Source: an optimization exercise on an open RTL-to-GDS flow (aim: small area). Production flows keep margins and buffers that such runs may drop.
Only simulation tests tie the RTL to the original design; equivalence was not proved.
Power figures rest on the tool's default switching activity, not on a simulated workload.

==> flow/design.v <==
module CORE_FIR(clk, rst_n, sequencing, smpl_in, smpl_out, cff_ptr, cff_out);
parameter NUM_COEFF = 1021;
input clk, rst_n, sequencing;
input signed [15:0] smpl_in;
input signed [15:0] cff_out;
reg inc_smpl, clr_accum;
output reg [9:0] cff_ptr;
reg [31:0] accum;
output reg [15:0] smpl_out;
wire flt_done;
wire signed [31:0] mult;
typedef enum reg [1:0] {IDLE, MAC} state;
state st, nxt_st;
always@(posedge clk, negedge rst_n) 
  if(!rst_n)
    cff_ptr <= 10'h0;
  else 
    if(inc_smpl)
      cff_ptr <= cff_ptr + 1;
    else
      cff_ptr <= 10'h0;  
assign flt_done = (cff_ptr == 1022) ? 1'b1 : 1'b0;
assign mult = cff_out*smpl_in;
always@(posedge clk, negedge rst_n) 
  if(!rst_n) 
    accum <= 32'h0;
  else
    if(clr_accum)
      accum <= 32'h0;
    else if(inc_smpl)
      accum <= accum + mult;
always@(posedge clk, negedge rst_n) 
  if(!rst_n) 
    smpl_out <= 16'h0;
  else if(flt_done) 
    smpl_out <= accum[30:15];
always@(posedge clk, negedge rst_n) 
  if(!rst_n) 
    st <= IDLE;
  else 
    st <= nxt_st;
always_comb begin
  clr_accum = 1'b0;
  inc_smpl = 1'b0;
  nxt_st = IDLE;
  case(st)
    IDLE:
      if(sequencing) begin
        clr_accum = 1'b1;
        inc_smpl = 1'b1;  
        nxt_st = MAC; 
      end else 
        nxt_st = IDLE;
    MAC:
      if(sequencing) begin
        inc_smpl = 1'b1;
        nxt_st = MAC;
      end else
        nxt_st = IDLE;
  endcase
end
endmodule
module ROM_LP(clk,addr,dout);
input clk;				 
input [9:0] addr;		 
output reg [15:0] dout;	 
  reg [15:0] rom[1023:0];
  initial
    $readmemh("Coeff_LP.hex",rom);		 
  always @(posedge clk)
    dout <= rom[addr];
endmodule
module ROM_B1(clk,addr,dout);
input clk;				 
input [9:0] addr;		 
output reg [15:0] dout;	 
  reg [15:0] rom[1023:0];
  initial
    $readmemh("Coeff_B1.hex",rom);		 
  always @(posedge clk)
    dout <= rom[addr];
endmodule
module ROM_B2(clk,addr,dout);
input clk;				 
input [9:0] addr;		 
output reg [15:0] dout;	 
  reg [15:0] rom[1023:0];
  initial
    $readmemh("Coeff_B2.hex",rom);		 
  always @(posedge clk)
    dout <= rom[addr];
endmodule
module ROM_B3(clk,addr,dout);
input clk;				 
input [9:0] addr;		 
output reg [15:0] dout;	 
  reg [15:0] rom[1023:0];
  initial
    $readmemh("Coeff_B3.hex",rom);		 
  always @(posedge clk)
    dout <= rom[addr];
endmodule
module ROM_HP(clk,addr,dout);
input clk;				 
input [9:0] addr;		 
output reg [15:0] dout;	 
  reg [15:0] rom[1023:0];
  initial
    $readmemh("Coeff_HP.hex",rom);		 
  always @(posedge clk)
    dout <= rom[addr];
endmodule
module LP_FIR(clk, rst_n, sequencing, smpl_in, smpl_out);
input clk, rst_n, sequencing;
input signed [15:0] smpl_in;
wire [9:0] cff_ptr;
wire signed [15:0] cff_out;
output wire [15:0] smpl_out;
ROM_LP rom_lp(.clk(clk), .addr(cff_ptr), .dout(cff_out));
CORE_FIR filter(.clk(clk),
                .rst_n(rst_n),
                .sequencing(sequencing),
                .smpl_in(smpl_in),
                .smpl_out(smpl_out),
                .cff_ptr(cff_ptr),
                .cff_out(cff_out)
                );
endmodule
module B1_FIR(clk, rst_n, sequencing, smpl_in, smpl_out);
input clk, rst_n, sequencing;
input signed [15:0] smpl_in;
wire [9:0] cff_ptr;
wire signed [15:0] cff_out;
output wire [15:0] smpl_out;
ROM_B1 rom_b1(.clk(clk), .addr(cff_ptr), .dout(cff_out));
CORE_FIR filter(.clk(clk),
                .rst_n(rst_n),
                .sequencing(sequencing),
                .smpl_in(smpl_in),
                .smpl_out(smpl_out),
                .cff_ptr(cff_ptr),
                .cff_out(cff_out)
                );
endmodule
module B2_FIR(clk, rst_n, sequencing, smpl_in, smpl_out);
input clk, rst_n, sequencing;
input signed [15:0] smpl_in;
wire [9:0] cff_ptr;
wire signed [15:0] cff_out;
output wire [15:0] smpl_out;
ROM_B2 rom_b2(.clk(clk), .addr(cff_ptr), .dout(cff_out));
CORE_FIR filter(.clk(clk),
                .rst_n(rst_n),
                .sequencing(sequencing),
                .smpl_in(smpl_in),
                .smpl_out(smpl_out),
                .cff_ptr(cff_ptr),
                .cff_out(cff_out)
                );
endmodule
module B3_FIR(clk, rst_n, sequencing, smpl_in, smpl_out);
input clk, rst_n, sequencing;
input signed [15:0] smpl_in;
wire [9:0] cff_ptr;
wire signed [15:0] cff_out;
output wire [15:0] smpl_out;
ROM_B3 rom_b3(.clk(clk), .addr(cff_ptr), .dout(cff_out));
CORE_FIR filter(.clk(clk),
                .rst_n(rst_n),
                .sequencing(sequencing),
                .smpl_in(smpl_in),
                .smpl_out(smpl_out),
                .cff_ptr(cff_ptr),
                .cff_out(cff_out)
                );
endmodule
module HP_FIR(clk, rst_n, sequencing, smpl_in, smpl_out);
input clk, rst_n, sequencing;
input signed [15:0] smpl_in;
wire [9:0] cff_ptr;
wire signed [15:0] cff_out;
output wire [15:0] smpl_out;
ROM_HP rom_hp(.clk(clk), .addr(cff_ptr), .dout(cff_out));
CORE_FIR filter(.clk(clk),
                .rst_n(rst_n),
                .sequencing(sequencing),
                .smpl_in(smpl_in),
                .smpl_out(smpl_out),
                .cff_ptr(cff_ptr),
                .cff_out(cff_out)
                );
endmodule
module band_scale(clk, pot, audio, scaled);
input clk;
input [11:0] pot;
input signed [15:0] audio;
output wire [15:0] scaled;
wire [23:0] mult_pot;
reg signed [12:0] signed_mult_pot;
reg signed [28:0] signed_audio_scaled;
wire [3:0] sat_bits;
wire sat_pos, sat_neg;
assign mult_pot = pot*pot;
always@(posedge clk)
  signed_mult_pot <= {1'b0, mult_pot[23:12]};
always@(posedge clk) 
  signed_audio_scaled <= signed_mult_pot*audio;
assign sat_bits = signed_audio_scaled[28:25];
assign sat_pos = ((sat_bits[3] == 1'b0) && (sat_bits[2:0] > 3'b000)) ? 1'b1 : 1'b0;
assign sat_neg = ((sat_bits[3] == 1'b1) && (sat_bits[2:0] < 3'b111)) ? 1'b1 : 1'b0;
assign scaled = (sat_pos == 1'b1) ? 16'h7fff :
                (sat_neg == 1'b1) ? 16'h8000 : signed_audio_scaled[25:10];
endmodule
module band_scale_sum(LP_scl, B1_scl, B2_scl, B3_scl, HP_scl, out);
input signed [15:0] LP_scl, B1_scl, B2_scl, B3_scl, HP_scl;
output wire [15:0] out;
wire signed [18:0] sum_out;
wire [2:0] sat_bits;
wire sat_pos, sat_neg;
assign sum_out = LP_scl + B1_scl + B2_scl + B3_scl + HP_scl;
assign sat_bits = sum_out[18:16];
assign sat_pos = ((sat_bits[2] == 1'b0) && (sat_bits[1:0] > 2'b00)) ? 1'b1 : 1'b0;
assign sat_neg = ((sat_bits[2] == 1'b1) && (sat_bits[1:0] < 2'b11)) ? 1'b1 : 1'b0;
assign out = (sat_pos == 1'b1) ? 16'h7fff :
                (sat_neg == 1'b1) ? 16'h8000 : sum_out[15:0];
endmodule
module vol_scale(clk, pot, audio, scaled);
input clk;
input [11:0] pot;
input signed [15:0] audio;
output wire [15:0] scaled;
wire signed [12:0] signed_pot;
reg signed [28:0] signed_audio_scaled;
assign signed_pot = {1'b0, pot[11:0]};
always@(posedge clk) 
  signed_audio_scaled <= signed_pot*audio;
assign scaled = signed_audio_scaled[27:12];
endmodule
module eq_channel(clk, rst_n, seq_lo, smpl_lo, seq_hi, smpl_hi,
                  LP_pot, B1_pot, B2_pot, B3_pot, HP_pot, VOL_pot, aud_out);
input clk, rst_n;
input seq_lo, seq_hi;                  
input [15:0] smpl_lo, smpl_hi;         
input [11:0] LP_pot, B1_pot, B2_pot, B3_pot, HP_pot, VOL_pot;
output [15:0] aud_out;
wire [15:0] LP_out, B1_out, B2_out, B3_out, HP_out;
wire signed [15:0] LP_scl, B1_scl, B2_scl, B3_scl, HP_scl;
wire [15:0] sum_out;
reg [15:0] sum_out_buf;
LP_FIR iLP(.clk(clk), .rst_n(rst_n), .sequencing(seq_lo), .smpl_in(smpl_lo), .smpl_out(LP_out));
B1_FIR iB1(.clk(clk), .rst_n(rst_n), .sequencing(seq_lo), .smpl_in(smpl_lo), .smpl_out(B1_out));
B2_FIR iB2(.clk(clk), .rst_n(rst_n), .sequencing(seq_lo), .smpl_in(smpl_lo), .smpl_out(B2_out));
B3_FIR iB3(.clk(clk), .rst_n(rst_n), .sequencing(seq_hi), .smpl_in(smpl_hi), .smpl_out(B3_out));
HP_FIR iHP(.clk(clk), .rst_n(rst_n), .sequencing(seq_hi), .smpl_in(smpl_hi), .smpl_out(HP_out));
band_scale scale_LP(.pot(LP_pot), .clk(clk), .audio(LP_out), .scaled(LP_scl));
band_scale scale_B1(.pot(B1_pot), .clk(clk), .audio(B1_out), .scaled(B1_scl));
band_scale scale_B2(.pot(B2_pot), .clk(clk), .audio(B2_out), .scaled(B2_scl));
band_scale scale_B3(.pot(B3_pot), .clk(clk), .audio(B3_out), .scaled(B3_scl));
band_scale scale_HP(.pot(HP_pot), .clk(clk), .audio(HP_out), .scaled(HP_scl));
band_scale_sum sum(.LP_scl(LP_scl), .B1_scl(B1_scl), .B2_scl(B2_scl), .B3_scl(B3_scl),
                   .HP_scl(HP_scl), .out(sum_out));
always@(posedge clk, negedge rst_n)
  if(!rst_n)
    sum_out_buf <= 16'h0;
  else
    sum_out_buf <= sum_out;
vol_scale scale_vol(.pot(VOL_pot), .clk(clk), .audio(sum_out_buf), .scaled(aud_out));
endmodule
==> flow/Coeff_B1.hex <==
21C
FB0C
FE42
FF73
FFE3
D
1B
20
21
20
1F
1D
1B
19
17
15
13
10
E
C
9
7
4
1
FFFF
FFFC
FFFA
FFF7
FFF5
FFF2
FFF0
FFED
FFEB
FFE9
FFE6
FFE4
FFE2
FFE0
FFDE
FFDD
FFDB
FFD9
FFD8
FFD7
FFD5
FFD4
FFD3
FFD2
FFD2
FFD1
FFD1
FFD0
FFD0
FFD0
FFD0
FFD0
FFD1
FFD1
FFD2
FFD2
FFD3
FFD4
FFD5
FFD6
FFD7
FFD8
FFDA
FFDB
FFDD
FFDE
FFE0
FFE2
FFE3
FFE5
FFE7
FFE9
FFEB
FFED
FFEE
FFF0
FFF2
FFF4
FFF6
FFF8
FFFA
FFFC
FFFE
FFFF
1
3
4
6
7
9
A
B
C
D
E
F
10
10
11
11
12
12
12
12
12
12
12
11
11
11
F
10
D
E
D
B
B
A
8
7
6
5
3
2
1
0
FFFE
FFFD
FFFB
FFFB
FFFA
FFF8
FFF7
FFF6
FFF5
FFF4
FFF3
FFF3
FFF2
FFF1
FFF0
FFF0
FFF0
FFEF
FFEF
FFEF
FFEF
FFEF
FFEF
FFEF
FFF0
FFF1
FFF2
FFF2
FFF3
FFF4
FFF5
FFF6
FFF7
FFF9
FFFA
FFFC
FFFE
0
2
4
6
8
A
C
E
10
12
14
16
19
1B
1D
1F
21
23
25
27
29
2B
2D
2F
30
32
33
35
36
37
38
39
39
3A
3A
3B
3B
3B
3B
3A
3A
3A
39
38
37
36
35
34
33
31
30
2E
2C
2B
29
27
25
23
21
1F
1D
1B
19
17
15
13
11
F
D
B
9
8
7
5
4
3
2
0
0
FFFF
FFFE
FFFE
FFFE
FFFE
FFFE
FFFE
FFFE
FFFF
FFFF
0
1
2
3
4
6
7
9
B
D
E
10
12
15
17
19
1B
1E
20
22
25
27
29
2B
2D
2F
31
33
35
36
38
39
3A
3B
3C
3D
3D
3E
3E
3E
3D
3D
3C
3B
3A
39
38
36
34
32
2F
2D
2A
27
24
21
1E
1A
17
13
F
B
7
3
FFFE
FFFA
FFF6
FFF1
FFED
FFE9
FFE4
FFE0
FFDC
FFD8
FFD4
FFD0
FFCC
FFC8
FFC5
FFC1
FFBE
FFBB
FFB8
FFB6
FFB3
FFB1
FFAF
FFAD
FFAC
FFAA
FFA9
FFA9
FFA8
FFA8
FFA8
FFA8
FFA9
FFAA
FFAB
FFAC
FFAE
FFAF
FFB1
FFB3
FFB6
FFB8
FFBB
FFBE
FFC1
FFC4
FFC8
FFCB
FFCF
FFD2
FFD6
FFD9
FFDD
FFE0
FFE4
FFE7
FFEB
FFEE
FFF1
FFF4
FFF7
FFF9
FFFC
FFFE
0
2
3
4
5
5
5
5
4
4
2
1
FFFE
FFFC
FFF9
FFF6
FFF2
FFEE
FFEA
FFE5
FFE0
FFDA
FFD5
FFCE
FFC8
FFC1
FFBA
FFB3
FFAB
FFA3
FF9B
FF93
FF8B
FF82
FF7A
FF71
FF68
FF60
FF57
FF4E
FF46
FF3E
FF35
FF2D
FF26
FF1E
FF17
FF10
FF0A
FF03
FEFE
FEF8
FEF4
FEEF
FEEC
FEE9
FEE6
FEE4
FEE3
FEE2
FEE2
FEE3
FEE4
FEE6
FEE9
FEED
FEF1
FEF6
FEFC
FF03
FF0A
FF12
FF1B
FF25
FF2F
FF3A
FF46
FF53
FF60
FF6E
FF7C
FF8B
FF9A
FFAA
FFBB
FFCC
FFDD
FFEF
1
14
26
39
4D
60
73
87
9A
AD
C1
D4
E7
F9
10C
11E
12F
140
151
161
171
180
18F
19C
1A9
1B6
1C1
1CC
1D6
1DF
1E7
1EE
1F5
1FA
1FF
202
204
206
206
206
204
202
1FF
1FA
1F5
1EE
1E7
1DF
1D6
1CC
1C1
1B6
1A9
19C
18F
180
171
161
151
140
12F
11E
10C
F9
E7
D4
C1
AD
9A
87
73
60
4D
39
26
14
1
FFEF
FFDD
FFCC
FFBB
FFAA
FF9A
FF8B
FF7C
FF6E
FF60
FF53
FF46
FF3A
FF2F
FF25
FF1B
FF12
FF0A
FF03
FEFC
FEF6
FEF1
FEED
FEE9
FEE6
FEE4
FEE3
FEE2
FEE2
FEE3
FEE4
FEE6
FEE9
FEEC
FEEF
FEF4
FEF8
FEFE
FF03
FF0A
FF10
FF17
FF1E
FF26
FF2D
FF35
FF3E
FF46
FF4E
FF57
FF60
FF68
FF71
FF7A
FF82
FF8B
FF93
FF9B
FFA3
FFAB
FFB3
FFBA
FFC1
FFC8
FFCE
FFD5
FFDA
FFE0
FFE5
FFEA
FFEE
FFF2
FFF6
FFF9
FFFC
FFFE
1
2
4
4
5
5
5
5
4
3
2
0
FFFE
FFFC
FFF9
FFF7
FFF4
FFF1
FFEE
FFEB
FFE7
FFE4
FFE0
FFDD
FFD9
FFD6
FFD2
FFCF
FFCB
FFC8
FFC4
FFC1
FFBE
FFBB
FFB8
FFB6
FFB3
FFB1
FFAF
FFAE
FFAC
FFAB
FFAA
FFA9
FFA8
FFA8
FFA8
FFA8
FFA9
FFA9
FFAA
FFAC
FFAD
FFAF
FFB1
FFB3
FFB6
FFB8
FFBB
FFBE
FFC1
FFC5
FFC8
FFCC
FFD0
FFD4
FFD8
FFDC
FFE0
FFE4
FFE9
FFED
FFF1
FFF6
FFFA
FFFE
3
7
B
F
13
17
1A
1E
21
24
27
2A
2D
2F
32
34
36
38
39
3A
3B
3C
3D
3D
3E
3E
3E
3D
3D
3C
3B
3A
39
38
36
35
33
31
2F
2D
2B
29
27
25
22
20
1E
1B
19
17
15
12
10
E
D
B
9
7
6
4
3
2
1
0
FFFF
FFFF
FFFE
FFFE
FFFE
FFFE
FFFE
FFFE
FFFE
FFFF
0
0
2
3
4
5
7
8
9
B
D
F
11
13
15
17
19
1B
1D
1F
21
23
25
27
29
2B
2C
2E
30
31
33
34
35
36
37
38
39
3A
3A
3A
3B
3B
3B
3B
3A
3A
39
39
38
37
36
35
33
32
30
2F
2D
2B
29
27
25
23
21
1F
1D
1B
19
16
14
12
10
E
C
A
8
6
4
2
0
FFFE
FFFC
FFFA
FFF9
FFF7
FFF6
FFF5
FFF4
FFF3
FFF2
FFF2
FFF1
FFF0
FFEF
FFEF
FFEF
FFEF
FFEF
FFEF
FFEF
FFF0
FFF0
FFF0
FFF1
FFF2
FFF3
FFF3
FFF4
FFF5
FFF6
FFF7
FFF8
FFFA
FFFB
FFFB
FFFD
FFFE
0
1
2
3
5
6
7
8
A
B
B
D
E
D
10
F
11
11
11
12
12
12
12
12
12
12
11
11
10
10
F
E
D
C
B
A
9
7
6
4
3
1
FFFF
FFFE
FFFC
FFFA
FFF8
FFF6
FFF4
FFF2
FFF0
FFEE
FFED
FFEB
FFE9
FFE7
FFE5
FFE3
FFE2
FFE0
FFDE
FFDD
FFDB
FFDA
FFD8
FFD7
FFD6
FFD5
FFD4
FFD3
FFD2
FFD2
FFD1
FFD1
FFD0
FFD0
FFD0
FFD0
FFD0
FFD1
FFD1
FFD2
FFD2
FFD3
FFD4
FFD5
FFD7
FFD8
FFD9
FFDB
FFDD
FFDE
FFE0
FFE2
FFE4
FFE6
FFE9
FFEB
FFED
FFF0
FFF2
FFF5
FFF7
FFFA
FFFC
FFFF
1
4
7
9
C
E
10
13
15
17
19
1B
1D
1F
20
21
20
1B
D
FFE3
FF73
FE42
FB0C
21C
0
0
0
==> flow/Coeff_B2.hex <==
1A7
FDF0
FEE5
FF6F
FFBC
FFE4
FFF8
0
1
FFFD
FFF8
FFF2
FFEC
FFE6
FFE2
FFDF
FFDE
FFDF
FFE1
FFE4
FFE9
FFEE
FFF3
FFF9
FFFE
3
6
9
A
A
9
7
5
1
FFFE
FFFB
FFF8
FFF6
FFF5
FFF5
FFF6
FFF8
FFFB
FFFF
3
8
C
11
15
18
1B
1C
1D
1C
1A
17
14
10
C
9
5
3
1
FFFF
FFFF
0
2
4
7
A
D
10
12
14
15
14
13
11
E
A
5
0
FFFB
FFF7
FFF2
FFEF
FFEC
FFEA
FFEA
FFEA
FFEB
FFED
FFF0
FFF3
FFF6
FFF9
FFFB
FFFD
FFFE
FFFE
FFFE
FFFC
FFF9
FFF6
FFF2
FFEE
FFEA
FFE6
FFE3
FFE1
FFE0
FFE0
FFE1
FFE3
FFE6
FFEA
FFEE
FFF3
FFF8
FFFD
2
5
8
A
A
A
8
6
4
1
FFFE
FFFB
FFF9
FFF8
FFF7
FFF9
FFFA
FFFE
1
6
C
11
16
1B
20
23
25
26
26
24
22
1E
1A
15
10
C
8
5
3
2
2
4
6
9
D
11
15
18
1B
1C
1C
1B
18
15
F
9
3
FFFC
FFF5
FFEE
FFE9
FFE4
FFE1
FFE0
FFDF
FFE1
FFE3
FFE6
FFEA
FFEF
FFF3
FFF7
FFFA
FFFC
FFFD
FFFC
FFFA
FFF7
FFF2
FFED
FFE7
FFE1
FFDB
FFD6
FFD2
FFD0
FFCF
FFD0
FFD2
FFD6
FFDC
FFE3
FFEA
FFF2
FFFA
1
7
C
F
10
10
E
B
7
2
FFFD
FFF9
FFF5
FFF3
FFF2
FFF2
FFF5
FFF9
FFFF
6
E
17
20
28
30
36
3A
3C
3D
3B
37
31
2A
23
1B
13
C
7
3
1
1
3
7
C
13
19
20
26
2B
2E
2F
2E
2B
25
1D
13
8
FFFC
FFF1
FFE6
FFDC
FFD4
FFCE
FFCB
FFCA
FFCC
FFCF
FFD5
FFDC
FFE4
FFEC
FFF3
FFF8
FFFD
FFFF
FFFE
FFFB
FFF6
FFEE
FFE5
FFDB
FFD0
FFC6
FFBC
FFB5
FFAF
FFAD
FFAD
FFB1
FFB7
FFC0
FFCC
FFD8
FFE6
FFF3
0
B
14
1A
1D
1D
1B
15
E
6
FFFD
FFF4
FFEC
FFE7
FFE4
FFE4
FFE7
FFEE
FFF7
4
12
22
32
42
50
5C
64
6A
6B
68
62
59
4D
3F
30
22
15
B
3
FFFE
FFFE
1
7
11
1D
2A
37
43
4E
55
59
58
53
4A
3C
2A
16
0
FFEA
FFD5
FFC1
FFB1
FFA4
FF9C
FF99
FF9B
FFA2
FFAC
FFB9
FFC9
FFD8
FFE7
FFF4
FFFD
2
3
FFFE
FFF4
FFE6
FFD4
FFBF
FFA9
FF93
FF7E
FF6D
FF60
FF58
FF56
FF5B
FF67
FF78
FF8E
FFA7
FFC3
FFE0
FFFB
13
28
36
3F
41
3D
32
23
10
FFFC
FFE7
FFD5
FFC6
FFBD
FFBA
FFBF
FFCB
FFE0
FFFB
1B
40
67
8D
B1
D0
E9
F9
101
FF
F3
DF
C4
A3
80
5C
3A
1D
6
FFF8
FFF4
FFFA
A
23
43
68
8F
B6
D8
F4
105
10A
102
EC
C8
97
5B
18
FFD0
FF88
FF43
FF06
FED3
FEAF
FE9A
FE97
FEA5
FEC2
FEED
FF22
FF5C
FF96
FFCB
FFF6
12
1B
C
FFE5
FFA5
FF4D
FEE0
FE63
FDDB
FD4F
FCC9
FC50
FBEC
FBA5
FB84
FB8C
FBC3
FC29
FCBF
FD82
FE6E
FF7A
9E
1D0
303
42E
542
636
6FF
795
7F2
811
7F2
795
6FF
636
542
42E
303
1D0
9E
FF7A
FE6E
FD82
FCBF
FC29
FBC3
FB8C
FB84
FBA5
FBEC
FC50
FCC9
FD4F
FDDB
FE63
FEE0
FF4D
FFA5
FFE5
C
1B
12
FFF6
FFCB
FF96
FF5C
FF22
FEED
FEC2
FEA5
FE97
FE9A
FEAF
FED3
FF06
FF43
FF88
FFD0
18
5B
97
C8
EC
102
10A
105
F4
D8
B6
8F
68
43
23
A
FFFA
FFF4
FFF8
6
1D
3A
5C
80
A3
C4
DF
F3
FF
101
F9
E9
D0
B1
8D
67
40
1B
FFFB
FFE0
FFCB
FFBF
FFBA
FFBD
FFC6
FFD5
FFE7
FFFC
10
23
32
3D
41
3F
36
28
13
FFFB
FFE0
FFC3
FFA7
FF8E
FF78
FF67
FF5B
FF56
FF58
FF60
FF6D
FF7E
FF93
FFA9
FFBF
FFD4
FFE6
FFF4
FFFE
3
2
FFFD
FFF4
FFE7
FFD8
FFC9
FFB9
FFAC
FFA2
FF9B
FF99
FF9C
FFA4
FFB1
FFC1
FFD5
FFEA
0
16
2A
3C
4A
53
58
59
55
4E
43
37
2A
1D
11
7
1
FFFE
FFFE
3
B
15
22
30
3F
4D
59
62
68
6B
6A
64
5C
50
42
32
22
12
4
FFF7
FFEE
FFE7
FFE4
FFE4
FFE7
FFEC
FFF4
FFFD
6
E
15
1B
1D
1D
1A
14
B
0
FFF3
FFE6
FFD8
FFCC
FFC0
FFB7
FFB1
FFAD
FFAD
FFAF
FFB5
FFBC
FFC6
FFD0
FFDB
FFE5
FFEE
FFF6
FFFB
FFFE
FFFF
FFFD
FFF8
FFF3
FFEC
FFE4
FFDC
FFD5
FFCF
FFCC
FFCA
FFCB
FFCE
FFD4
FFDC
FFE6
FFF1
FFFC
8
13
1D
25
2B
2E
2F
2E
2B
26
20
19
13
C
7
3
1
1
3
7
C
13
1B
23
2A
31
37
3B
3D
3C
3A
36
30
28
20
17
E
6
FFFF
FFF9
FFF5
FFF2
FFF2
FFF3
FFF5
FFF9
FFFD
2
7
B
E
10
10
F
C
7
1
FFFA
FFF2
FFEA
FFE3
FFDC
FFD6
FFD2
FFD0
FFCF
FFD0
FFD2
FFD6
FFDB
FFE1
FFE7
FFED
FFF2
FFF7
FFFA
FFFC
FFFD
FFFC
FFFA
FFF7
FFF3
FFEF
FFEA
FFE6
FFE3
FFE1
FFDF
FFE0
FFE1
FFE4
FFE9
FFEE
FFF5
FFFC
3
9
F
15
18
1B
1C
1C
1B
18
15
11
D
9
6
4
2
2
3
5
8
C
10
15
1A
1E
22
24
26
26
25
23
20
1B
16
11
C
6
1
FFFE
FFFA
FFF9
FFF7
FFF8
FFF9
FFFB
FFFE
1
4
6
8
A
A
A
8
5
2
FFFD
FFF8
FFF3
FFEE
FFEA
FFE6
FFE3
FFE1
FFE0
FFE0
FFE1
FFE3
FFE6
FFEA
FFEE
FFF2
FFF6
FFF9
FFFC
FFFE
FFFE
FFFE
FFFD
FFFB
FFF9
FFF6
FFF3
FFF0
FFED
FFEB
FFEA
FFEA
FFEA
FFEC
FFEF
FFF2
FFF7
FFFB
0
5
A
E
11
13
14
15
14
12
10
D
A
7
4
2
0
FFFF
FFFF
1
3
5
9
C
10
14
17
1A
1C
1D
1C
1B
18
15
11
C
8
3
FFFF
FFFB
FFF8
FFF6
FFF5
FFF5
FFF6
FFF8
FFFB
FFFE
1
5
7
9
A
A
9
6
3
FFFE
FFF9
FFF3
FFEE
FFE9
FFE4
FFE1
FFDF
FFDE
FFDF
FFE2
FFE6
FFEC
FFF2
FFF8
FFFD
1
0
FFF8
FFE4
FFBC
FF6F
FEE5
FDF0
1A7
0
0
0
==> flow/Coeff_B3.hex <==
549
FF30
FF50
FF75
FF99
FFB7
FFCC
FFD7
FFD8
FFD0
FFC4
FFB7
FFAD
FFA7
FFA7
FFAB
FFB3
FFBB
FFC2
FFC6
FFC6
FFC3
FFBE
FFBA
FFB7
FFB7
FFBB
FFC2
FFCB
FFD4
FFDC
FFE2
FFE4
FFE4
FFE3
FFE2
FFE2
FFE4
FFE9
FFF0
FFF9
0
6
9
9
7
3
FFFE
FFFB
FFFA
FFFC
FFFF
3
6
8
7
3
FFFD
FFF5
FFEE
FFE9
FFE7
FFE7
FFEA
FFED
FFF1
FFF3
FFF3
FFF0
FFEB
FFE6
FFE2
FFE0
FFE1
FFE5
FFEB
FFF3
FFFA
FFFF
2
2
0
FFFD
FFFB
FFFB
FFFD
2
A
11
18
1C
1D
1B
16
10
A
6
5
7
B
F
12
13
10
A
1
FFF8
FFF0
FFEA
FFE8
FFE9
FFED
FFF2
FFF6
FFF7
FFF6
FFF0
FFED
FFE5
FFDF
FFDE
FFE0
FFE7
FFEF
FFF8
0
6
8
7
3
FFFF
FFFC
FFFC
0
7
10
1A
22
26
25
21
19
11
A
6
6
9
F
15
18
18
13
9
FFFE
FFF2
FFE9
FFE3
FFE2
FFE6
FFEC
FFF3
FFF7
FFF8
FFF5
FFEE
FFE5
FFDD
FFD7
FFD6
FFDB
FFE4
FFF0
FFFC
6
B
C
8
2
FFFC
FFF9
FFFA
1
B
18
24
2D
30
2D
25
1A
F
8
4
7
D
15
1C
20
1D
15
7
FFF8
FFE9
FFDF
FFDA
FFDC
FFE2
FFEC
FFF4
FFF9
FFF9
FFF2
FFE7
FFDB
FFD1
FFCB
FFCD
FFD5
FFE3
FFF3
2
D
11
F
7
FFFE
FFF7
FFF5
FFF9
4
13
24
33
3A
3C
35
28
19
D
5
3
9
13
1F
27
29
23
15
2
FFEE
FFDD
FFD2
FFD0
FFD5
FFE0
FFED
FFF7
FFFB
FFF7
FFEC
FFDC
FFCC
FFC0
FFBC
FFC2
FFD0
FFE4
FFF9
A
15
16
10
4
FFF8
FFF0
FFF0
FFF9
A
20
36
46
4D
4A
3D
2B
17
8
1
4
F
1F
2D
36
35
29
13
FFF9
FFDF
FFCB
FFC1
FFC3
FFCE
FFDF
FFF0
FFFB
FFFC
FFF2
FFE0
FFC9
FFB5
FFA9
FFA8
FFB4
FFCB
FFE7
2
16
1F
1C
F
FFFD
FFEE
FFE6
FFEB
FFFC
17
35
51
62
66
5C
47
2C
13
3
FFFF
9
1C
32
44
4C
44
2E
D
FFE8
FFC7
FFB1
FFAA
FFB3
FFC8
FFE0
FFF5
FFFF
FFFA
FFE7
FFC9
FFAA
FF91
FF85
FF8B
FFA3
FFC7
FFEF
11
27
2C
20
A
FFF0
FFDD
FFD9
FFE7
5
2F
5A
7D
8F
8C
76
53
2D
D
FFFD
0
15
35
55
6B
6E
5A
32
FFFE
FFC9
FF9D
FF86
FF86
FF9C
FFBE
FFE2
FFFC
2
FFF1
FFCC
FF9C
FF6E
FF4E
FF47
FF5B
FF87
FFC2
FFFE
2C
43
3F
24
FFFC
FFD6
FFC0
FFC4
FFE5
1F
65
A7
D6
E6
D5
A8
6A
2E
4
FFF7
A
36
6F
A2
BC
B3
84
35
FFD8
FF80
FF41
FF28
FF38
FF69
FFAA
FFE6
7
1
FFD1
FF81
FF24
FED4
FEA6
FEAA
FEE3
FF44
FFB9
25
6F
88
6B
26
FFD1
FF8B
FF70
FF90
FFEE
7B
118
1A3
1F9
207
1C8
150
BE
3C
FFF0
FFF1
41
CD
16A
1E9
21A
1DF
136
37
FF15
FE0D
FD5C
FD2A
FD7F
FE3D
FF27
FFEB
36
FFCE
FE9F
FCCA
FAA2
F8A0
F749
F713
F84C
FAFE
FEED
39B
85A
C6E
F2E
1027
F2E
C6E
85A
39B
FEED
FAFE
F84C
F713
F749
F8A0
FAA2
FCCA
FE9F
FFCE
36
FFEB
FF27
FE3D
FD7F
FD2A
FD5C
FE0D
FF15
37
136
1DF
21A
1E9
16A
CD
41
FFF1
FFF0
3C
BE
150
1C8
207
1F9
1A3
118
7B
FFEE
FF90
FF70
FF8B
FFD1
26
6B
88
6F
25
FFB9
FF44
FEE3
FEAA
FEA6
FED4
FF24
FF81
FFD1
1
7
FFE6
FFAA
FF69
FF38
FF28
FF41
FF80
FFD8
35
84
B3
BC
A2
6F
36
A
FFF7
4
2E
6A
A8
D5
E6
D6
A7
65
1F
FFE5
FFC4
FFC0
FFD6
FFFC
24
3F
43
2C
FFFE
FFC2
FF87
FF5B
FF47
FF4E
FF6E
FF9C
FFCC
FFF1
2
FFFC
FFE2
FFBE
FF9C
FF86
FF86
FF9D
FFC9
FFFE
32
5A
6E
6B
55
35
15
0
FFFD
D
2D
53
76
8C
8F
7D
5A
2F
5
FFE7
FFD9
FFDD
FFF0
A
20
2C
27
11
FFEF
FFC7
FFA3
FF8B
FF85
FF91
FFAA
FFC9
FFE7
FFFA
FFFF
FFF5
FFE0
FFC8
FFB3
FFAA
FFB1
FFC7
FFE8
D
2E
44
4C
44
32
1C
9
FFFF
3
13
2C
47
5C
66
62
51
35
17
FFFC
FFEB
FFE6
FFEE
FFFD
F
1C
1F
16
2
FFE7
FFCB
FFB4
FFA8
FFA9
FFB5
FFC9
FFE0
FFF2
FFFC
FFFB
FFF0
FFDF
FFCE
FFC3
FFC1
FFCB
FFDF
FFF9
13
29
35
36
2D
1F
F
4
1
8
17
2B
3D
4A
4D
46
36
20
A
FFF9
FFF0
FFF0
FFF8
4
10
16
15
A
FFF9
FFE4
FFD0
FFC2
FFBC
FFC0
FFCC
FFDC
FFEC
FFF7
FFFB
FFF7
FFED
FFE0
FFD5
FFD0
FFD2
FFDD
FFEE
2
15
23
29
27
1F
13
9
3
5
D
19
28
35
3C
3A
33
24
13
4
FFF9
FFF5
FFF7
FFFE
7
F
11
D
2
FFF3
FFE3
FFD5
FFCD
FFCB
FFD1
FFDB
FFE7
FFF2
FFF9
FFF9
FFF4
FFEC
FFE2
FFDC
FFDA
FFDF
FFE9
FFF8
7
15
1D
20
1C
15
D
7
4
8
F
1A
25
2D
30
2D
24
18
B
1
FFFA
FFF9
FFFC
2
8
C
B
6
FFFC
FFF0
FFE4
FFDB
FFD6
FFD7
FFDD
FFE5
FFEE
FFF5
FFF8
FFF7
FFF3
FFEC
FFE6
FFE2
FFE3
FFE9
FFF2
FFFE
9
13
18
18
15
F
9
6
6
A
11
19
21
25
26
22
1A
10
7
0
FFFC
FFFC
FFFF
3
7
8
6
0
FFF8
FFEF
FFE7
FFE0
FFDE
FFDF
FFE5
FFED
FFF0
FFF6
FFF7
FFF6
FFF2
FFED
FFE9
FFE8
FFEA
FFF0
FFF8
1
A
10
13
12
F
B
7
5
6
A
10
16
1B
1D
1C
18
11
A
2
FFFD
FFFB
FFFB
FFFD
0
2
2
FFFF
FFFA
FFF3
FFEB
FFE5
FFE1
FFE0
FFE2
FFE6
FFEB
FFF0
FFF3
FFF3
FFF1
FFED
FFEA
FFE7
FFE7
FFE9
FFEE
FFF5
FFFD
3
7
8
6
3
FFFF
FFFC
FFFA
FFFB
FFFE
3
7
9
9
6
0
FFF9
FFF0
FFE9
FFE4
FFE2
FFE2
FFE3
FFE4
FFE4
FFE2
FFDC
FFD4
FFCB
FFC2
FFBB
FFB7
FFB7
FFBA
FFBE
FFC3
FFC6
FFC6
FFC2
FFBB
FFB3
FFAB
FFA7
FFA7
FFAD
FFB7
FFC4
FFD0
FFD8
FFD7
FFCC
FFB7
FF99
FF75
FF50
FF30
549
0
0
0
==> flow/Coeff_HP.hex <==
E1
FFF5
FFF1
FFEA
FFE3
FFDD
FFDA
FFDB
FFDE
FFE4
FFEB
FFF1
FFF5
FFF7
FFF6
FFF4
FFF0
FFED
FFEC
FFED
FFF0
FFF5
FFFA
FFFF
1
1
FFFF
FFFB
FFF7
FFF4
FFF3
FFF4
FFF7
FFFC
1
4
6
6
3
FFFE
FFFA
FFF6
FFF5
FFF6
FFF9
FFFE
3
7
9
8
4
FFFF
FFFA
FFF6
FFF5
FFF7
FFFA
0
5
9
A
9
4
FFFF
FFFA
FFF6
FFF5
FFF7
FFFB
1
6
A
B
9
5
FFFF
FFF9
FFF5
FFF4
FFF6
FFFB
1
7
B
C
A
5
FFFE
FFF8
FFF4
FFF3
FFF6
FFFB
2
8
C
D
A
4
FFFD
FFF7
FFF3
FFF3
FFF6
FFFC
3
9
D
E
A
4
FFFD
FFF6
FFF2
FFF2
FFF5
FFFC
4
B
F
F
B
4
FFFC
FFF5
FFF1
FFF1
FFF5
FFFC
5
C
10
10
B
3
FFFB
FFF4
FFF0
FFF0
FFF5
FFFD
6
D
11
10
B
3
FFFA
FFF2
FFEE
FFEF
FFF5
FFFD
7
E
12
11
B
2
FFF9
FFF1
FFED
FFEE
FFF4
FFFE
8
10
14
12
C
2
FFF7
FFEF
FFEC
FFED
FFF4
FFFF
9
12
15
13
C
1
FFF6
FFEE
FFEA
FFED
FFF4
FFFF
B
13
17
14
C
0
FFF5
FFEC
FFE9
FFEC
FFF4
0
C
15
18
15
C
FFFF
FFF3
FFEA
FFE7
FFEB
FFF4
1
E
17
1A
16
C
FFFE
FFF1
FFE8
FFE5
FFEA
FFF4
2
10
19
1C
17
B
FFFD
FFEF
FFE6
FFE4
FFE9
FFF5
4
12
1B
1D
17
B
FFFC
FFED
FFE4
FFE2
FFE8
FFF5
5
14
1E
1F
18
B
FFFA
FFEB
FFE1
FFE0
FFE7
FFF6
7
17
20
21
19
A
FFF8
FFE8
FFDE
FFDE
FFE6
FFF6
9
19
23
23
1A
9
FFF6
FFE5
FFDC
FFDC
FFE6
FFF7
B
1C
26
26
1B
9
FFF4
FFE2
FFD8
FFD9
FFE5
FFF8
D
20
29
28
1C
8
FFF1
FFDF
FFD5
FFD7
FFE4
FFF9
10
23
2D
2A
1C
6
FFEE
FFDB
FFD1
FFD4
FFE3
FFFA
13
27
31
2D
1D
5
FFEB
FFD7
FFCD
FFD2
FFE3
FFFC
17
2C
35
30
1E
3
FFE7
FFD2
FFC9
FFCE
FFE2
FFFE
1B
31
3A
33
1E
1
FFE3
FFCC
FFC3
FFCB
FFE1
0
20
37
3F
37
1F
FFFE
FFDE
FFC6
FFBE
FFC7
FFE1
3
25
3D
46
3B
20
FFFB
FFD8
FFBF
FFB7
FFC3
FFE0
6
2B
45
4D
3F
20
FFF8
FFD1
FFB6
FFAF
FFBE
FFE0
A
33
4F
55
44
21
FFF3
FFC9
FFAC
FFA6
FFB9
FFDF
F
3C
5A
5F
4B
21
FFEE
FFBE
FFA0
FF9B
FFB2
FFDF
16
48
68
6C
52
22
FFE7
FFB1
FF90
FF8D
FFA9
FFDE
1E
57
79
7B
5C
22
FFDD
FFA0
FF7C
FF7B
FF9E
FFDE
29
6A
91
90
68
22
FFD0
FF89
FF60
FF62
FF90
FFDE
38
86
B2
AE
7A
22
FFBE
FF68
FF38
FF3E
FF7A
FFDD
4F
AF
E4
DB
95
23
FFA1
FF33
FEF8
FF04
FF57
FFDD
75
F5
139
129
C5
23
FF6C
FED1
FE80
FE95
FF12
FFDD
C3
187
1EF
1D3
130
23
FEEC
FDDE
FD4A
FD6A
FE51
FFDD
1BB
375
486
47A
307
23
FC0C
F740
F26C
EE4A
EB83
6A88
EB83
EE4A
F26C
F740
FC0C
23
307
47A
486
375
1BB
FFDD
FE51
FD6A
FD4A
FDDE
FEEC
23
130
1D3
1EF
187
C3
FFDD
FF12
FE95
FE80
FED1
FF6C
23
C5
129
139
F5
75
FFDD
FF57
FF04
FEF8
FF33
FFA1
23
95
DB
E4
AF
4F
FFDD
FF7A
FF3E
FF38
FF68
FFBE
22
7A
AE
B2
86
38
FFDE
FF90
FF62
FF60
FF89
FFD0
22
68
90
91
6A
29
FFDE
FF9E
FF7B
FF7C
FFA0
FFDD
22
5C
7B
79
57
1E
FFDE
FFA9
FF8D
FF90
FFB1
FFE7
22
52
6C
68
48
16
FFDF
FFB2
FF9B
FFA0
FFBE
FFEE
21
4B
5F
5A
3C
F
FFDF
FFB9
FFA6
FFAC
FFC9
FFF3
21
44
55
4F
33
A
FFE0
FFBE
FFAF
FFB6
FFD1
FFF8
20
3F
4D
45
2B
6
FFE0
FFC3
FFB7
FFBF
FFD8
FFFB
20
3B
46
3D
25
3
FFE1
FFC7
FFBE
FFC6
FFDE
FFFE
1F
37
3F
37
20
0
FFE1
FFCB
FFC3
FFCC
FFE3
1
1E
33
3A
31
1B
FFFE
FFE2
FFCE
FFC9
FFD2
FFE7
3
1E
30
35
2C
17
FFFC
FFE3
FFD2
FFCD
FFD7
FFEB
5
1D
2D
31
27
13
FFFA
FFE3
FFD4
FFD1
FFDB
FFEE
6
1C
2A
2D
23
10
FFF9
FFE4
FFD7
FFD5
FFDF
FFF1
8
1C
28
29
20
D
FFF8
FFE5
FFD9
FFD8
FFE2
FFF4
9
1B
26
26
1C
B
FFF7
FFE6
FFDC
FFDC
FFE5
FFF6
9
1A
23
23
19
9
FFF6
FFE6
FFDE
FFDE
FFE8
FFF8
A
19
21
20
17
7
FFF6
FFE7
FFE0
FFE1
FFEB
FFFA
B
18
1F
1E
14
5
FFF5
FFE8
FFE2
FFE4
FFED
FFFC
B
17
1D
1B
12
4
FFF5
FFE9
FFE4
FFE6
FFEF
FFFD
B
17
1C
19
10
2
FFF4
FFEA
FFE5
FFE8
FFF1
FFFE
C
16
1A
17
E
1
FFF4
FFEB
FFE7
FFEA
FFF3
FFFF
C
15
18
15
C
0
FFF4
FFEC
FFE9
FFEC
FFF5
0
C
14
17
13
B
FFFF
FFF4
FFED
FFEA
FFEE
FFF6
1
C
13
15
12
9
FFFF
FFF4
FFED
FFEC
FFEF
FFF7
2
C
12
14
10
8
FFFE
FFF4
FFEE
FFED
FFF1
FFF9
2
B
11
12
E
7
FFFD
FFF5
FFEF
FFEE
FFF2
FFFA
3
B
10
11
D
6
FFFD
FFF5
FFF0
FFF0
FFF4
FFFB
3
B
10
10
C
5
FFFC
FFF5
FFF1
FFF1
FFF5
FFFC
4
B
F
F
B
4
FFFC
FFF5
FFF2
FFF2
FFF6
FFFD
4
A
E
D
9
3
FFFC
FFF6
FFF3
FFF3
FFF7
FFFD
4
A
D
C
8
2
FFFB
FFF6
FFF3
FFF4
FFF8
FFFE
5
A
C
B
7
1
FFFB
FFF6
FFF4
FFF5
FFF9
FFFF
5
9
B
A
6
1
FFFB
FFF7
FFF5
FFF6
FFFA
FFFF
4
9
A
9
5
0
FFFA
FFF7
FFF5
FFF6
FFFA
FFFF
4
8
9
7
3
FFFE
FFF9
FFF6
FFF5
FFF6
FFFA
FFFE
3
6
6
4
1
FFFC
FFF7
FFF4
FFF3
FFF4
FFF7
FFFB
FFFF
1
1
FFFF
FFFA
FFF5
FFF0
FFED
FFEC
FFED
FFF0
FFF4
FFF6
FFF7
FFF5
FFF1
FFEB
FFE4
FFDE
FFDB
FFDA
FFDD
FFE3
FFEA
FFF1
FFF5
E1
0
0
0
==> flow/Coeff_LP.hex <==
FA2A
93
8C
86
7F
79
74
6F
69
65
60
5C
58
54
50
4D
4A
47
44
41
3E
3C
3A
37
35
33
32
30
2E
2D
2B
2A
28
27
26
25
24
23
22
21
20
1F
1E
1D
1D
1C
1B
1B
1A
1A
19
19
18
18
17
17
16
16
15
15
15
14
16
13
12
13
13
13
13
12
12
11
11
10
10
10
10
10
10
F
F
F
F
E
E
E
D
D
D
C
C
C
C
C
B
B
B
B
A
A
A
9
9
9
8
8
8
7
7
7
6
6
6
5
5
5
4
4
4
4
3
3
2
2
1
2
1
1
0
0
FFFF
FFFF
FFFF
FFFE
FFFE
FFFD
FFFD
FFFD
FFFC
FFFC
FFFC
FFFB
FFFB
FFFA
FFFA
FFF9
FFF9
FFF9
FFF8
FFF8
FFF7
FFF7
FFF7
FFF6
FFF6
FFF6
FFF5
FFF5
FFF4
FFF4
FFF3
FFF3
FFF2
FFF2
FFF2
FFF1
FFF1
FFF0
FFF0
FFF0
FFEF
FFEF
FFEE
FFEE
FFEE
FFED
FFED
FFEC
FFEC
FFEC
FFEB
FFEB
FFEA
FFEA
FFEA
FFE9
FFE9
FFE9
FFE8
FFE8
FFE8
FFE7
FFE7
FFE7
FFE6
FFE6
FFE6
FFE5
FFE5
FFE5
FFE4
FFE4
FFE4
FFE3
FFE3
FFE3
FFE3
FFE2
FFE2
FFE2
FFE1
FFE1
FFE1
FFE1
FFE1
FFE0
FFE0
FFE0
FFE0
FFE0
FFDF
FFDF
FFDF
FFDF
FFDF
FFDF
FFDE
FFDE
FFDE
FFDE
FFDE
FFDE
FFDE
FFDE
FFDE
FFDE
FFDE
FFDE
FFDE
FFDE
FFDE
FFDE
FFDE
FFDE
FFDE
FFDE
FFDE
FFDE
FFDE
FFDE
FFDE
FFDE
FFDE
FFDE
FFDE
FFDF
FFDF
FFDF
FFDF
FFDF
FFDF
FFE0
FFE0
FFE0
FFE0
FFE1
FFE1
FFE1
FFE1
FFE2
FFE2
FFE2
FFE3
FFE3
FFE3
FFE4
FFE4
FFE4
FFE5
FFE5
FFE6
FFE6
FFE7
FFE7
FFE8
FFE8
FFE9
FFE9
FFEA
FFEA
FFEB
FFEB
FFEC
FFEC
FFED
FFEE
FFEE
FFEF
FFEF
FFF0
FFF1
FFF1
FFF2
FFF3
FFF3
FFF4
FFF5
FFF5
FFF6
FFF7
FFF8
FFF9
FFF9
FFFA
FFFB
FFFC
FFFC
FFFD
FFFE
FFFF
0
1
2
3
3
4
5
6
7
8
9
A
B
C
D
E
F
10
11
12
13
14
15
16
17
19
1A
1B
1C
1D
1E
1F
20
21
23
24
25
26
27
28
2A
2B
2C
2D
2E
2F
31
32
33
34
36
37
38
39
3A
3C
3D
3E
3F
41
42
43
44
46
47
48
49
4A
4C
4D
4E
4F
51
52
53
54
56
57
58
59
5B
5C
5D
5E
5F
61
62
63
64
66
67
68
69
6A
6B
6D
6E
6F
70
71
72
74
75
76
77
78
79
7A
7B
7C
7E
7F
80
81
82
83
84
85
86
87
88
89
8A
8B
8C
8D
8D
8E
8F
90
91
92
93
94
94
95
96
97
98
98
99
9A
9B
9B
9C
9D
9D
9E
9F
9F
A0
A1
A1
A2
A2
A3
A3
A4
A4
A5
A5
A6
A6
A7
A7
A8
A8
A8
A9
A9
A9
AA
AA
AA
AA
AB
AB
AB
AB
AC
AC
AC
AC
AC
AC
AC
AC
AC
AC
AC
AC
AC
AC
AC
AC
AC
AC
AC
AC
AC
AC
AC
AB
AB
AB
AB
AA
AA
AA
AA
A9
A9
A9
A8
A8
A8
A7
A7
A6
A6
A5
A5
A4
A4
A3
A3
A2
A2
A1
A1
A0
9F
9F
9E
9D
9D
9C
9B
9B
9A
99
98
98
97
96
95
94
94
93
92
91
90
8F
8E
8D
8D
8C
8B
8A
89
88
87
86
85
84
83
82
81
80
7F
7E
7C
7B
7A
79
78
77
76
75
74
72
71
70
6F
6E
6D
6B
6A
69
68
67
66
64
63
62
61
5F
5E
5D
5C
5B
59
58
57
56
54
53
52
51
4F
4E
4D
4C
4A
49
48
47
46
44
43
42
41
3F
3E
3D
3C
3A
39
38
37
36
34
33
32
31
2F
2E
2D
2C
2B
2A
28
27
26
25
24
23
21
20
1F
1E
1D
1C
1B
1A
19
17
16
15
14
13
12
11
10
F
E
D
C
B
A
9
8
7
6
5
4
3
3
2
1
0
FFFF
FFFE
FFFD
FFFC
FFFC
FFFB
FFFA
FFF9
FFF9
FFF8
FFF7
FFF6
FFF5
FFF5
FFF4
FFF3
FFF3
FFF2
FFF1
FFF1
FFF0
FFEF
FFEF
FFEE
FFEE
FFED
FFEC
FFEC
FFEB
FFEB
FFEA
FFEA
FFE9
FFE9
FFE8
FFE8
FFE7
FFE7
FFE6
FFE6
FFE5
FFE5
FFE4
FFE4
FFE4
FFE3
FFE3
FFE3
FFE2
FFE2
FFE2
FFE1
FFE1
FFE1
FFE1
FFE0
FFE0
FFE0
FFE0
FFDF
FFDF
FFDF
FFDF
FFDF
FFDF
FFDE
FFDE
FFDE
FFDE
FFDE
FFDE
FFDE
FFDE
FFDE
FFDE
FFDE
FFDE
FFDE
FFDE
FFDE
FFDE
FFDE
FFDE
FFDE
FFDE
FFDE
FFDE
FFDE
FFDE
FFDE
FFDE
FFDE
FFDE
FFDE
FFDF
FFDF
FFDF
FFDF
FFDF
FFDF
FFE0
FFE0
FFE0
FFE0
FFE0
FFE1
FFE1
FFE1
FFE1
FFE1
FFE2
FFE2
FFE2
FFE3
FFE3
FFE3
FFE3
FFE4
FFE4
FFE4
FFE5
FFE5
FFE5
FFE6
FFE6
FFE6
FFE7
FFE7
FFE7
FFE8
FFE8
FFE8
FFE9
FFE9
FFE9
FFEA
FFEA
FFEA
FFEB
FFEB
FFEC
FFEC
FFEC
FFED
FFED
FFEE
FFEE
FFEE
FFEF
FFEF
FFF0
FFF0
FFF0
FFF1
FFF1
FFF2
FFF2
FFF2
FFF3
FFF3
FFF4
FFF4
FFF5
FFF5
FFF6
FFF6
FFF6
FFF7
FFF7
FFF7
FFF8
FFF8
FFF9
FFF9
FFF9
FFFA
FFFA
FFFB
FFFB
FFFC
FFFC
FFFC
FFFD
FFFD
FFFD
FFFE
FFFE
FFFF
FFFF
FFFF
0
0
1
1
2
1
2
2
3
3
4
4
4
4
5
5
5
6
6
6
7
7
7
8
8
8
9
9
9
A
A
A
B
B
B
B
C
C
C
C
C
D
D
D
E
E
E
F
F
F
F
10
10
10
10
10
10
11
11
12
12
13
13
13
13
12
13
16
14
15
15
15
16
16
17
17
18
18
19
19
1A
1A
1B
1B
1C
1D
1D
1E
1F
20
21
22
23
24
25
26
27
28
2A
2B
2D
2E
30
32
33
35
37
3A
3C
3E
41
44
47
4A
4D
50
54
58
5C
60
65
69
6F
74
79
7F
86
8C
93
FA2A
0
0
0
==> flow/run.sh <==
#!/bin/bash
# synth_recipe.tcl (not shown) runs the flow's synth.tcl, then flattens the netlist and writes it again
# the make line also repeats each setting of config.mk as NAME=value (left out here)
make -C /OpenROAD-flow-scripts/flow DESIGN_CONFIG=/design/flow/config.mk WORK_HOME=/design/flow/orfs CLKGATE_MAP_FILE= SYNTH_SCRIPT=/design/flow/synth_recipe.tcl finish
==> flow/config.mk <==
export PLATFORM = sky130hd
export DESIGN_NAME = eq_channel
export DESIGN_NICKNAME = eq_channel
export VERILOG_FILES = /design/flow/design.v
export SDC_FILE = /design/flow/constraint.sdc
export NUM_CORES = 4
export LEC_CHECK = 0
export CAP_MARGIN = 20
export CORE_MARGIN = 2
export CORE_UTILIZATION = 45
export SLEW_MARGIN = 20
export SYNTH_MEMORY_MAX_BITS = 65536
==> flow/constraint.sdc <==
create_clock -name core_clock -period 10.0 [get_ports {clk}]
set_input_delay 2.0000 -clock core_clock [delete_from_list [all_inputs] [get_ports {clk}]]
set_output_delay 2.0000 -clock core_clock [all_outputs]
set_load 0.01 [all_outputs]
==> summary.txt <==
==> state kept, by name, summed over array words and instances, names as in the netlist, 19 cells and up <==
| register | cells |
|---|---|
| iB1.filter.accum | 31 |
| iB2.filter.accum | 31 |
| iB3.filter.accum | 31 |
| iHP.filter.accum | 31 |
| iLP.filter.accum | 31 |
| scale_B1.signed_audio_scaled | 19 |
| scale_B2.signed_audio_scaled | 19 |
| scale_B3.signed_audio_scaled | 19 |
| scale_HP.signed_audio_scaled | 19 |
| scale_LP.signed_audio_scaled | 19 |
==> logic make-up after synthesis <==
kind of cell	count (synthesis)	synth area share (%)
buffers and inverters	4536	10.6
adders and majority gates	4088	44.2
AOI/OAI and AO/OA	4311	17.0
DFF	538	7.53
and+or+nand+nor	5716	16.6
xor gates and xnor gates	433	2.32
muxes	195	1.80
==> worst max path at each step <==
stage,end,slack [ns],cells past startpoint
final,iHP.filter.accum[30],1.25,20
after floorplan,iHP.filter.accum[30],1.80,23
after global placement,iHP.filter.accum[30],0.33,20
after global routing,iHP.filter.accum[30],0.77,20
after CTS,iHP.filter.accum[30],1.25,20
after detailed placement,iHP.filter.accum[30],0.36,20
==> per-stage QoR <==
stage          utilization (%)  total power [mW]  setup WS [ns]  hold slack, ns
2_1_floorplan                -              53.3           1.80           0.461
3_3_place_gp              46.5              67.4          0.331           0.483
3_5_place_dp              46.5              67.6          0.363           0.484
4_1_cts                   47.3              71.7           1.25           0.501
5_1_grt                   47.3              80.6          0.767           0.528
6_report                  47.4              71.7           1.25           0.509
==> power groups by stage <==
stage                     logic [mW]  registers, mW  clock network (mW)
final                           64.4           4.05                3.21
after global routing            73.2           4.11                3.36
after CTS                       64.4           4.04                3.29
after detailed placement        63.6           4.08                   0
after global placement          63.3           4.08                   0
after floorplan                 50.1           3.18                   0
==> cells in the final DEF, fill, tap and decap left out, types with 134 or more instances in the layout <==
| cell type | count |
|---|---|
| nor2b_1 | 134 |
| nand2b_1 | 180 |
| xnor2_1 | 328 |
| dfrtp_1 | 274 |
| o211ai_1 | 177 |
| buf_4 | 367 |
| a21o_1 | 143 |
| nor2_1 | 1022 |
| fa_1 | 2793 |
| a211oi_1 | 188 |
| nand3_1 | 288 |
| nor3_1 | 300 |
| nand2_1 | 2166 |
| dfxtp_1 | 235 |
| o21a_1 | 142 |
| o21ai_0 | 1065 |
| ha_1 | 1292 |
| a31oi_1 | 230 |
| and2_1 | 1301 |
| inv_1 | 3185 |
| a21oi_1 | 1180 |
==> area by class of cell <==
class,instances,area [sq um],share of cell area (%)
Multi-Input combinational cell,14700,134000,78.1
Sequential cell,538,12400,7.22
Inverter,3208,12000,7.03
Tap cell,4794,6000,3.50
Timing Repair Buffer,504,4210,2.46
Clock buffer,101,2260,1.32
Clock inverter,48,576,0.336
Antenna cell,29,72.6,0.0424
==> routing by layer <==
layer	track usage, %	up-vias	wire [um]	part of all wire, %
met1	47.5	73300	267000	41
met2	53.8	7850	282000	43
met3	7.91	2115	63400	9.7
met4	18.5	32	41000	6.3
met5	0	-	199	0.030
li1	-	63200	-	-
==> critical path, stage by stage <==
cell,delay (ns)
clkdlybuf4s50_1,1.01
nand2_1,0.17
fa_1,0.57
inv_1,0.06
fa_1,0.55
inv_1,0.06
fa_1,0.48
fa_1,0.55
inv_1,0.05
fa_1,0.50
fa_1,0.43
ha_1,0.39
nand2_1,0.07
o31ai_1,0.64
a311oi_2,0.33
a2111oi_0,0.87
o31ai_1,0.26
o21ai_1,0.20
xnor2_1,0.09
a22o_1,0.20
==> summary.txt <==
* Final weighted congestion in routability-driven placement: 1.07
- Relative max-transition margin: 17.7%
* Transition time at the pin with the least slew margin: 1.22 ns
- Power spread over the standard cell area amounts to 419 nW/um^2.
* Share of final-layout standard cells stronger than drive strength 1: 4.51%
- Fraction of registers with async set or reset after synthesis: 56.3%
- Post-CTS Resized: 0
- WS Path Type: input pin to flop
- Start point of the critical path: smpl_hi[1]
- The path with the worst hold slack has its endpoint at iHP.filter.accum[10].
- In this run, the combinational gates consume 89.9% of the power.
- End of the worst register-to-register path: sum_out_buf[15]
- Counting cells, the worst reg-to-reg path comes to 25.
- The HPWL after detailed placement is 493000 um.
* Number of cells on the worst hold path: 1
* Count of final max-slew check failures: 0
* Most frequent cell after synthesis: inv_1
- After the last flow step, the layout net total stands at 23300.
* Count of antenna-violating nets left after detailed routing: 0
- Setup repair after global routing left no endpoint under its margin.
* Final setup TNS: 0 ns
- Sorting the synthesized cells by how often they occur yields inv_1 (3191), fa_1 (2793), nand2_1 (2168).
* Min-Delay Path Class: flop to flop
* H-tree depth: 3
- Synthesis produced a netlist whose cell count is 19800.
* Root Buffer Master: clkbuf_16
- After filler insertion, the fill cell instance count of the layout stands at 36000.
- Across the run, the number of max-cap violations was 0.
- DRC errors left: 0
- The startpoint identified for the worst register-to-register timing path is scale_LP.signed_audio_scaled[28].
- Setup violations remaining at the end of the flow were counted as 0.
- Counting along the longest clock path gives a buffer depth of 4.
- Cell internal power was estimated by the tool at 33.1 mW.
- Of all cell types, the one taking the most synthesized area is fa_1.
- For this run, the register share of the synthesized area comes to 7.53%.
- The area growth from synthesis to layout is 4.99%.
* Vias after detailed routing: 146000
* FMAX: 0.114 GHz
* Portion of synthesized cell area occupied by the leading cell type: 34.3%
- Counting the buffers created by CTS gives 84.
* Syn_nets: 24000
- In this run, the clock network consumes 4.5% of the power.
- CTS saw 538 sinks.
* Average vias per placed instance: 6.11
- For the worst-skew pair, the clock arrives at the later sink with an insertion delay of 0.87 ns.
- 124 I/O pins were placed.
- Via count of the first global-routing pass: 149000
- Post-DR wirelength/cell: 27.3 um
* Die area: 367000 sq um
- In the synthesized netlist the dominant register cell turns out to be dfrtp_1.
* Maximum number of pins on one net before global-route repair: 169
- Remaining global-route overflow: 0
- Number of buffers inserted to repair setup after CTS: 0
* Count of different cell masters after synthesis: 97
- STA classifies the critical path startpoint as an input pin.
- Count of input and output buffers: 123
* Core area: 362000 sq um
- Post-synth EDFFs: 0
* Starting DRC count in detailed routing: 17200
- Width of the die: 606 um
- The finished cells cover 171000 sq um.
- At the worst endpoint, the arrival time is 9.50 ns.
- The first global-routing pass estimated 982000 um of wire.
- For this design, the CTS-stage hold fixing added 0 buffers.
- Switching power: 38.6 mW
- Final Critical Period: 8.75 ns
* Antenna violations before repair: 54
* CP max FO: 17
- The run finished with no timing, DRC or antenna violations.
- Registers are responsible for 5.7% of the overall power.
- Counting tap cells, the placed design contains a total of 23800 instances.
- Net switching is 53.8% of the power.
* Site Rows: 221
- Yosys printed 9 warnings.
- Endpoint class of the critical path: flop
- After synthesis, the cell types taking the most area are fa_1 (34%), ha_1 (9.9%), inv_1 (7.3%), and2_1 (5.0%), nand2_1 (5.0%).
- In this run the most critical hold path is launched from iHP.filter.accum[10].
- For this design the static power due to leakage is 81.1 nW.
* Chip Height: 606 um
* Fin crit share: 87.5%
- Before antenna repair, the detailed router went through 10 iterations.
- IR analysis of the VDD net gives a maximum drop of 1660 uV.
* Minimum setup slack among reg-to-reg paths: 2.21 ns
* Total Wirelength: 654000 um
- Dividing the synthesized area by the synthesized cell count gives 8.23 sq um.
- Clock skew on the completed layout was measured at 0.0735 ns.
- TritonCTS built the clock tree.
* Post-synthesis register bit count: 538
- Once placement finished, the instance area stood at 168000 sq um.
* Starting density of the core: 45.1%
- Clock-pin slew was measured on the worst setup and hold paths at 0.07 ns.
- Final Hold Vio Count: 0
- In the global route stage, overall resource usage came out at 35.5%.
- STA puts the critical path data required time at 10.76 ns.
- After synthesis the cells add up to 163000 sq um.
- Cell Count, Final, Fillers Out: 24000

afterwards: timing with drivers on the ports:
In the flow no input, the clock included, has a driving cell. The finished layout below was timed again as built, in two steps.
Step 1 sets driving cells, clkbuf_16 on the clock port and buf_2 on the other inputs (assumed; they add their load-dependent delay and slew).
Step 2 times the ports against the registers' clock, not the clock port: input delays grow and output delays shrink by t, the midpoint of the rising clock arrivals with the driver on.
Three values: ideal ports, drivers, drivers and shift; two values: the first two.
t (ns): 0.954
setup WS [ns]: 1.253 / 1.345 / 0.391
worst setup path after step 2: input to register
cell pins on the clock port's net: 1
After both steps this run still meets setup and hold. The setup slack of this run moves by +0.092 ns with the drivers and by -0.862 ns with both steps.
